What follows belongs to an exercise in optimizing a design on an open flow for small area; a production flow would make more cautious choices.
Only simulation tests tie the RTL to the original design; equivalence was not proved.
The clock port is modelled as an ideal driver; clocking choices that lean on that would not hold on a real chip.
Power is estimated from default activity; no workload was simulated.

// main
module main(clk, rst, enable, funcao, reset, para, filete1, filete2, filete3, filete4, membpeg, membsai, fio1, fio2, fio3, fio4);
    input clk;
    input rst;
    input funcao;
    input enable;
    input reset;
    input para;
    input [1:4] membpeg;
    output [6:0] filete1;
    output [6:0] filete2;
    output [6:0] filete3;
    output [6:0] filete4;
    output [6:0] fio1;
    output [6:0] fio2;
    output [6:0] fio3;
    output [6:0] fio4;
    output [1:4] membsai;
    localparam CONF = 2'd0, CRON = 2'd1, TEMP = 2'd2, PARAR = 2'd3;
    wire [15:0] num;    
    wire [15:0] tgt;    
    tecladinho tec(clk, rst, membpeg, membsai, tgt, num);
    reg  [1:0]  estado;
    reg         flag;     
    reg  [15:0] shown;    
    reg  [15:0] run;      
    reg  [6:0]  pulsos;   
    wire conf = (estado == CONF);
    wire cron = (estado == CRON);
    wire par  = (estado == PARAR);
    wire go   = ~conf & ~par;
    wire press = ~para & flag;
    wire up    = cron | (par & ~funcao);
    wire [15:0] x = run ^ tgt;
    wire [16:0] l;
    assign l[0] = 1'b0;
    genvar i;
    generate for (i = 0; i < 16; i = i + 1) begin : cmp
        assign l[i+1] = x[i] ? tgt[i] : l[i];
    end endgenerate
    wire ltt  = l[16];
    wire neq  = |x;
    wire nz   = |run;
  ...
Settings: LEC_CHECK=0, ABC_AREA=0, CAP_MARGIN=20, CORE_MARGIN=2, CORE_UTILIZATION=40, SLEW_MARGIN=20; clock period 13.0 ns.
standard.sh (not shown) runs the stock make flow with config.mk's settings and CLKGATE_MAP_FILE= SYNTH_SCRIPT=/design/flow/synth_recipe.tcl, a recipe that flattens the netlist after the stock synthesis.
==> flow/flow/run.sh <==
#!/bin/bash
# The standard layout (standard.sh, ORFS) with two settings changed through
# the environment: ports buffered with the smallest buffer, and a clock tree of
# clkbuf_8 without dummy loads. make's full output goes to standard.log; each
# ORFS step writes its own log under orfs/logs.
export BUFFER_PORTS_ARGS="-buffer_cell sky130_fd_sc_hd__buf_1"
export CTS_ARGS="-sink_clustering_enable -repair_clock_nets -dont_use_dummy_load -buf_list sky130_fd_sc_hd__clkbuf_8"
bash standard.sh > standard.log 2>&1
Change:
==> flow/run.sh (new file) <==
#!/bin/bash
# synth_recipe.tcl (not shown) runs the flow's synth.tcl, then flattens the netlist and writes it again
# the make line also repeats each setting of config.mk as NAME=value (left out here)
make -C /OpenROAD-flow-scripts/flow DESIGN_CONFIG=/design/flow/config.mk WORK_HOME=/design/flow/orfs CLKGATE_MAP_FILE= SYNTH_SCRIPT=/design/flow/synth_recipe.tcl finish
Settings changed: ABC_AREA 0 to 1.
removed: flow/flow/run.sh
removed: flow/standard.sh
Global-route usage barely changes.
Area after synthesis goes down by 0.55%.
Final cell count goes up by 15%.
Routed wire length goes down by 1.7%.
Total power goes up by 34%.
First-iteration DRC count goes down by 0.75%.
Cell area goes up by 11%.
Register-to-register slack loses 0.10 ns.
Setup slack loses 0.19 ns.
Critical path depth goes up by 2.

* * *

Another version of the RTL of main (not shown whole).
Size in the first run: roughly 750 cells after synthesis, ~79 flip-flops, roughly 70 I/O pins.
Settings: LEC_CHECK=0, ABC_AREA=1, CAP_MARGIN=20, CORE_MARGIN=2, CORE_UTILIZATION=60, SLEW_MARGIN=20; clock period 13.0 ns.
==> flow/flow/run.sh <==
#!/bin/bash
# The standard layout (standard.sh, ORFS) with these changes, made through
# the environment:
#  - after floorplan, the combinational logic is resynthesised for area with
#    OpenROAD's restructure (flow/restructure.tcl; ABC's log in rmp/abc.log);
#  - ports are buffered with the smallest buffer;
#  - the clock tree uses a clkbuf_8 root, clkbuf_4 buffers below it and no
#    dummy loads.
# make's full output goes to standard.log; each ORFS step writes its own log
# under orfs/logs.
export POST_FLOORPLAN_TCL="$PWD/flow/restructure.tcl"
export FLOW_RMP_DIR="$PWD/rmp"
export BUFFER_PORTS_ARGS="-buffer_cell sky130_fd_sc_hd__buf_1"
export CTS_ARGS="-sink_clustering_enable -repair_clock_nets -dont_use_dummy_load -root_buf sky130_fd_sc_hd__clkbuf_8 -tree_buf sky130_fd_sc_hd__clkbuf_4 -buf_list sky130_fd_sc_hd__clkbuf_4"
bash standard.sh > standard.log 2>&1
==> flow/flow/restructure.tcl <==
# Sourced by ORFS at the end of floorplan (POST_FLOORPLAN_TCL): area-oriented
# resynthesis (two passes) of the combinational logic between the registers
# (OpenROAD's restructure, which runs ABC). Registers, ports and the clock are
# untouched. A later pass can delete a tie cell that drives an output port
# directly (it sees a constant output), so such tie cells are put back.

# output ports driven directly by a tie cell: {net pin master}
proc my_port_ties {} {
  set res {}
  foreach bt [[ord::get_db_block] getBTerms] {
    if {[$bt getIoType] ne "OUTPUT"} { continue }
    set net [$bt getNet]
    if {$net eq "NULL"} { continue }
    foreach it [$net getITerms] {
      set m [[$it getInst] getMaster]
      if {[string match *conb* [$m getName]]} {
        lappend res [list [$net getName] [[$it getMTerm] getName] [$m getName]]
      }
    }
  }
  return $res
}

# give a tie cell back to each such port that lost its driver
proc my_restore_ties {ties} {
  set block [ord::get_db_block]
  set db [ord::get_db]
  foreach t $ties {
    lassign $t netname pin mname
    set net [$block findNet $netname]
    set driven 0
    foreach it [$net getITerms] {
      if {[$it isOutputSignal]} { set driven 1 }
    }
    if {$driven} { continue }
    set i 0
    while {[$block findInst my_tie_$i] ne "NULL"} { incr i }
    set inst [odb::dbInst_create $block [$db findMaster $mname] my_tie_$i]
    [$inst findITerm $pin] connect $net
    puts "restored tie cell $mname/$pin on $netname"
  }
}

set tielo [join $::env(TIELO_CELL_AND_PORT) /]
set tiehi [join $::env(TIEHI_CELL_AND_PORT) /]
file mkdir $::env(FLOW_RMP_DIR)
report_design_area
set ties {}
foreach pass {1 2} {
  restructure -target area -liberty_file [lindex $::env(LIB_FILES) 0] \
    -tielo_port $tielo -tiehi_port $tiehi \
    -work_dir $::env(FLOW_RMP_DIR) -abc_logfile $::env(FLOW_RMP_DIR)/abc$pass.log
  my_restore_ties $ties
  set ties [my_port_ties]
  report_design_area
}
Then changed:
==> flow/flow/run.sh (replaced) <==
#!/bin/bash
# The standard layout (standard.sh, ORFS) with these changes, made through
# the environment:
#  - after floorplan, the combinational logic is resynthesised for area with
#    OpenROAD's restructure (flow/restructure.tcl; ABC's log in rmp/abc.log);
#  - ports are buffered with the smallest buffer;
#  - the clock tree uses clkbuf_4 and no dummy loads; a clock buffer whose
#    loads would see a high slew becomes a clkbuf_8 (flow/clock_leaves.tcl).
# make's full output goes to standard.log; each ORFS step writes its own log
# under orfs/logs.
export POST_FLOORPLAN_TCL="$PWD/flow/restructure.tcl"
export FLOW_RMP_DIR="$PWD/rmp"
export POST_CTS_TCL="$PWD/flow/clock_leaves.tcl"
export BUFFER_PORTS_ARGS="-buffer_cell sky130_fd_sc_hd__buf_1"
export CTS_ARGS="-sink_clustering_enable -repair_clock_nets -dont_use_dummy_load -buf_list sky130_fd_sc_hd__clkbuf_4"
bash standard.sh > standard.log 2>&1
==> flow/flow/abc.history (new file) <==
source /tmp/rt/rmp/main0ord_abc_script.tcl
source /tmp/rt/rmp/main1ord_abc_script.tcl
source /tmp/rt/rmp/main2ord_abc_script.tcl
==> flow/flow/clock_leaves.tcl (new file) <==
set_propagated_clock [all_clocks]
estimate_parasitics -placement
set swapped 0
foreach c [get_cells clkbuf_*] {
  set out [get_pins -of_objects $c -filter "direction==output"]
  set worst 0
  foreach p [get_pins -of_objects [get_nets -of_objects $out] -filter "direction==input"] {
    set s [get_property $p slew_max]
    if {$s > $worst} { set worst $s }
  }
  if {$worst > 0.110} {
    puts "clock buffer [get_name $c]: slew [format %.3f $worst] ns at its loads, now clkbuf_8"
    replace_cell $c sky130_fd_sc_hd__clkbuf_8
    incr swapped
  }
}
if {$swapped} {
  detailed_placement
  check_placement -verbose
  estimate_parasitics -placement
}
--- a/flow/flow/restructure.tcl
+++ b/flow/flow/restructure.tcl
@@ -4,3 +4,4 @@
 # untouched. A later pass can delete a tie cell that drives an output port
-# directly (it sees a constant output), so such tie cells are put back.
+# directly (it sees a constant output), so such tie cells are put back, and
+# tie cells left driving nothing are removed.
 
@@ -56 +57,20 @@
 }
+
+# a tie cell whose output drives nothing is left over by a pass: remove it
+foreach inst [[ord::get_db_block] getInsts] {
+  if {![string match *conb* [[$inst getMaster] getName]]} { continue }
+  set used 0
+  set nets {}
+  foreach it [$inst getITerms] {
+    set net [$it getNet]
+    if {$net eq "NULL"} { continue }
+    lappend nets $net
+    if {[llength [$net getITerms]] > 1 || [llength [$net getBTerms]] > 0} { set used 1 }
+  }
+  if {!$used} {
+    puts "removed unused tie cell [$inst getName]"
+    odb::dbInst_destroy $inst
+    foreach net $nets { odb::dbNet_destroy $net }
+  }
+}
+report_design_area
- CORE_UTILIZATION: 60 -> 80
Total power fell by 6.8%.
Via count rose by 0.31%.
Setup slack gets better by 0.19 ns.
Cell area fell by about 1.8%.
Wire length fell by about 3.5%.
Worst hold slack gets better by 0.019 ns.
Utilization rose by 17 points.
Die area fell by about 24%.
Global-route usage rose by 6.2 points.
Area after synthesis stays the same.
Then changed:
==> flow/flow/run.sh (replaced) <==
#!/bin/bash
# The standard layout (standard.sh, ORFS) with these changes, made through
# the environment:
#  - after floorplan, the combinational logic is resynthesised for area with
#    OpenROAD's restructure (flow/restructure.tcl; ABC's log in rmp/abc.log);
#  - ports are buffered with the smallest buffer;
#  - the clock tree uses a clkbuf_8 root, clkbuf_4 buffers and no dummy loads.
# make's full output goes to standard.log; each ORFS step writes its own log
# under orfs/logs.
export POST_FLOORPLAN_TCL="$PWD/flow/restructure.tcl"
export FLOW_RMP_DIR="$PWD/rmp"
export BUFFER_PORTS_ARGS="-buffer_cell sky130_fd_sc_hd__buf_1"
export CTS_ARGS="-sink_clustering_enable -repair_clock_nets -dont_use_dummy_load -root_buf sky130_fd_sc_hd__clkbuf_8 -buf_list sky130_fd_sc_hd__clkbuf_4"
bash standard.sh > standard.log 2>&1
--- a/flow/flow/restructure.tcl
+++ b/flow/flow/restructure.tcl
@@ -4,4 +4,3 @@
 # untouched. A later pass can delete a tie cell that drives an output port
-# directly (it sees a constant output), so such tie cells are put back, and
-# tie cells left driving nothing are removed.
+# directly (it sees a constant output), so such tie cells are put back.
 
@@ -57,20 +56 @@
 }
-
-# a tie cell whose output drives nothing is left over by a pass: remove it
-foreach inst [[ord::get_db_block] getInsts] {
-  if {![string match *conb* [[$inst getMaster] getName]]} { continue }
-  set used 0
-  set nets {}
-  foreach it [$inst getITerms] {
-    set net [$it getNet]
-    if {$net eq "NULL"} { continue }
-    lappend nets $net
-    if {[llength [$net getITerms]] > 1 || [llength [$net getBTerms]] > 0} { set used 1 }
-  }
-  if {!$used} {
-    puts "removed unused tie cell [$inst getName]"
-    odb::dbInst_destroy $inst
-    foreach net $nets { odb::dbNet_destroy $net }
-  }
-}
-report_design_area
- CORE_UTILIZATION: 80 -> 60
removed: flow/flow/abc.history
removed: flow/flow/clock_leaves.tcl
What happened:
- power climbs by 7.3%
- fmax is lower by 3.7%
- core utilization shrinks by 17 points
- hold slack gets worse by 0.019 ns
Then changed:
--- a/flow/flow/run.sh
+++ b/flow/flow/run.sh
@@ -6,3 +6,3 @@
 #  - ports are buffered with the smallest buffer;
-#  - the clock tree uses a clkbuf_8 root, clkbuf_4 buffers and no dummy loads.
+#  - the clock tree uses clkbuf_4 and no dummy loads.
 # make's full output goes to standard.log; each ORFS step writes its own log
@@ -12,3 +12,3 @@
 export BUFFER_PORTS_ARGS="-buffer_cell sky130_fd_sc_hd__buf_1"
-export CTS_ARGS="-sink_clustering_enable -repair_clock_nets -dont_use_dummy_load -root_buf sky130_fd_sc_hd__clkbuf_8 -buf_list sky130_fd_sc_hd__clkbuf_4"
+export CTS_ARGS="-sink_clustering_enable -repair_clock_nets -dont_use_dummy_load -buf_list sky130_fd_sc_hd__clkbuf_4"
 bash standard.sh > standard.log 2>&1
- CORE_UTILIZATION: 60 -> 80
Area after synthesis stays the same.
Power came out lower by about 8%.
Cell area came out lower by about 2%.
Clock skew came out higher by 0.0076 ns.
Critical path depth came out lower by 4.
Sequential share of layout area came out higher by 0.77 points.
Non-clock buffer count came out higher by 1.
Synthesized cell count does not change.
Hold slack improved by 0.0057 ns.
Count of clock-buffer cells in the layout stays the same.
Setup slack improved by 0.015 ns.
Then changed:
--- a/flow/flow/run.sh
+++ b/flow/flow/run.sh
@@ -6,3 +6,4 @@
 #  - ports are buffered with the smallest buffer;
-#  - the clock tree uses clkbuf_4 and no dummy loads.
+#  - the clock tree uses clkbuf_4 and no dummy loads; a clock buffer whose
+#    loads would see a high slew becomes a clkbuf_8 (flow/clock_leaves.tcl).
 # make's full output goes to standard.log; each ORFS step writes its own log
@@ -11,2 +12,3 @@
 export FLOW_RMP_DIR="$PWD/rmp"
+export POST_CTS_TCL="$PWD/flow/clock_leaves.tcl"
 export BUFFER_PORTS_ARGS="-buffer_cell sky130_fd_sc_hd__buf_1"
==> flow/flow/clock_leaves.tcl (new file) <==
set_propagated_clock [all_clocks]
estimate_parasitics -placement
set swapped 0
foreach c [get_cells clkbuf_*] {
  set out [get_pins -of_objects $c -filter "direction==output"]
  set worst 0
  foreach p [get_pins -of_objects [get_nets -of_objects $out] -filter "direction==input"] {
    set s [get_property $p slew_max]
    if {$s > $worst} { set worst $s }
  }
  if {$worst > 0.110} {
    puts "clock buffer [get_name $c]: slew [format %.3f $worst] ns at its loads, now clkbuf_8"
    replace_cell $c sky130_fd_sc_hd__clkbuf_8
    incr swapped
  }
}
if {$swapped} {
  detailed_placement
  check_placement -verbose
  estimate_parasitics -placement
}
=>
- total power increases by 0.92%
- routed wire length fell by about 0.34%
- core utilization rises by 0.11 points
- area after synthesis stays the same
- combinational power hardly moves
- sequential share of layout area stays flat
- worst setup slack gains 0.015 ns
- via count stays flat
- register-to-register slack barely changes

* * *

main with an RTL version that a note above also has.
Size in the first run: roughly 750 cells after synthesis.
export LEC_CHECK = 0
export ABC_AREA = 1
export CAP_MARGIN = 20
export CORE_MARGIN = 2
export CORE_UTILIZATION = 40
export SLEW_MARGIN = 20
create_clock -name core_clock -period 13.0 [get_ports {clk}]
==> flow/flow/run.sh <==
#!/bin/bash
# The standard layout (standard.sh, ORFS) with two settings changed through
# the environment: ports buffered with the smallest buffer, and a clock tree of
# clkbuf_8 without dummy loads. make's full output goes to standard.log; each
# ORFS step writes its own log under orfs/logs.
export BUFFER_PORTS_ARGS="-buffer_cell sky130_fd_sc_hd__buf_1"
export CTS_ARGS="-sink_clustering_enable -repair_clock_nets -dont_use_dummy_load -buf_list sky130_fd_sc_hd__clkbuf_8"
bash standard.sh > standard.log 2>&1
The starting point completed with no timing, DRC or antenna violations.
Next try:
==> flow/flow/run.sh (replaced) <==
#!/bin/bash
# The standard layout (standard.sh, ORFS) with these changes, made through
# the environment:
#  - after floorplan, the combinational logic is resynthesised for area with
#    OpenROAD's restructure (flow/restructure.tcl; ABC's log in rmp/abc.log);
#  - ports are buffered with the smallest buffer;
#  - the clock tree uses clkbuf_8 and no dummy loads.
# make's full output goes to standard.log; each ORFS step writes its own log
# under orfs/logs.
export POST_FLOORPLAN_TCL="$PWD/flow/restructure.tcl"
export FLOW_RMP_DIR="$PWD/rmp"
export BUFFER_PORTS_ARGS="-buffer_cell sky130_fd_sc_hd__buf_1"
export CTS_ARGS="-sink_clustering_enable -repair_clock_nets -dont_use_dummy_load -buf_list sky130_fd_sc_hd__clkbuf_8"
bash standard.sh > standard.log 2>&1
==> flow/flow/restructure.tcl (new file) <==
# Sourced by ORFS at the end of floorplan (POST_FLOORPLAN_TCL): area-oriented
# resynthesis of the combinational logic between the registers (OpenROAD's
# restructure, which runs ABC). Registers, ports and the clock are untouched.
set tielo [join $::env(TIELO_CELL_AND_PORT) /]
set tiehi [join $::env(TIEHI_CELL_AND_PORT) /]
file mkdir $::env(FLOW_RMP_DIR)
report_design_area
restructure -target area -liberty_file [lindex $::env(LIB_FILES) 0] \
  -tielo_port $tielo -tiehi_port $tiehi \
  -work_dir $::env(FLOW_RMP_DIR) -abc_logfile $::env(FLOW_RMP_DIR)/abc.log
report_design_area
Global-route usage decreases by 1.8 points.
Wire length decreases by about 9%.
Sequential power stays flat.
Synthesized cell count is unchanged.
Worst setup slack is worse by 520 ps.
Critical path depth increases by 5.
Via count decreases by about 12%.

what the ideal ports hide:
In the flow no input, the clock included, has a driving cell. The finished layouts below were timed again as built, in two steps.
Step 1 sets driving cells, clkbuf_16 on the clock port and buf_2 on the other inputs (assumed; they add their load-dependent delay and slew).
Step 2 also shifts input and output timing later by t, the mid clock arrival at the registers, as if the neighbouring blocks saw the same clock.
Slacks: ideal / step 1 / step 2; pairs: ideal / step 1.
run	shift t [ns]	setup slack, ns	hold WS [ns]
the first run of note 1	0.403	7.898 / 7.900 / 7.497	0.429 / 0.429 / 0.429
the second run of note 1	0.379	7.710 / 7.721 / 7.343	0.418 / 0.418 / 0.418
the first run of note 2	0.373	7.826 / 7.836 / 7.463	0.441 / 0.441 / 0.441
the second run of note 2	0.420	8.016 / 8.021 / 7.601	0.459 / 0.459 / 0.459
the third run of note 2	0.373	7.826 / 7.836 / 7.463	0.441 / 0.441 / 0.441
the fourth run of note 2	0.440	7.841 / 7.849 / 7.409	0.446 / 0.446 / 0.446
the fifth run of note 2	0.436	7.856 / 7.863 / 7.427	0.436 / 0.436 / 0.436
the first run of note 3	0.366	7.992 / 7.994 / 7.628	0.423 / 0.423 / 0.423
the second run of note 3	0.366	7.470 / 7.478 / 7.112	0.441 / 0.441 / 0.441
After both steps every run listed still meets setup and hold. For the fourth run of note 2, which loses most, drivers alone change the setup slack by +0.008 ns; drivers and shift together by -0.432 ns.
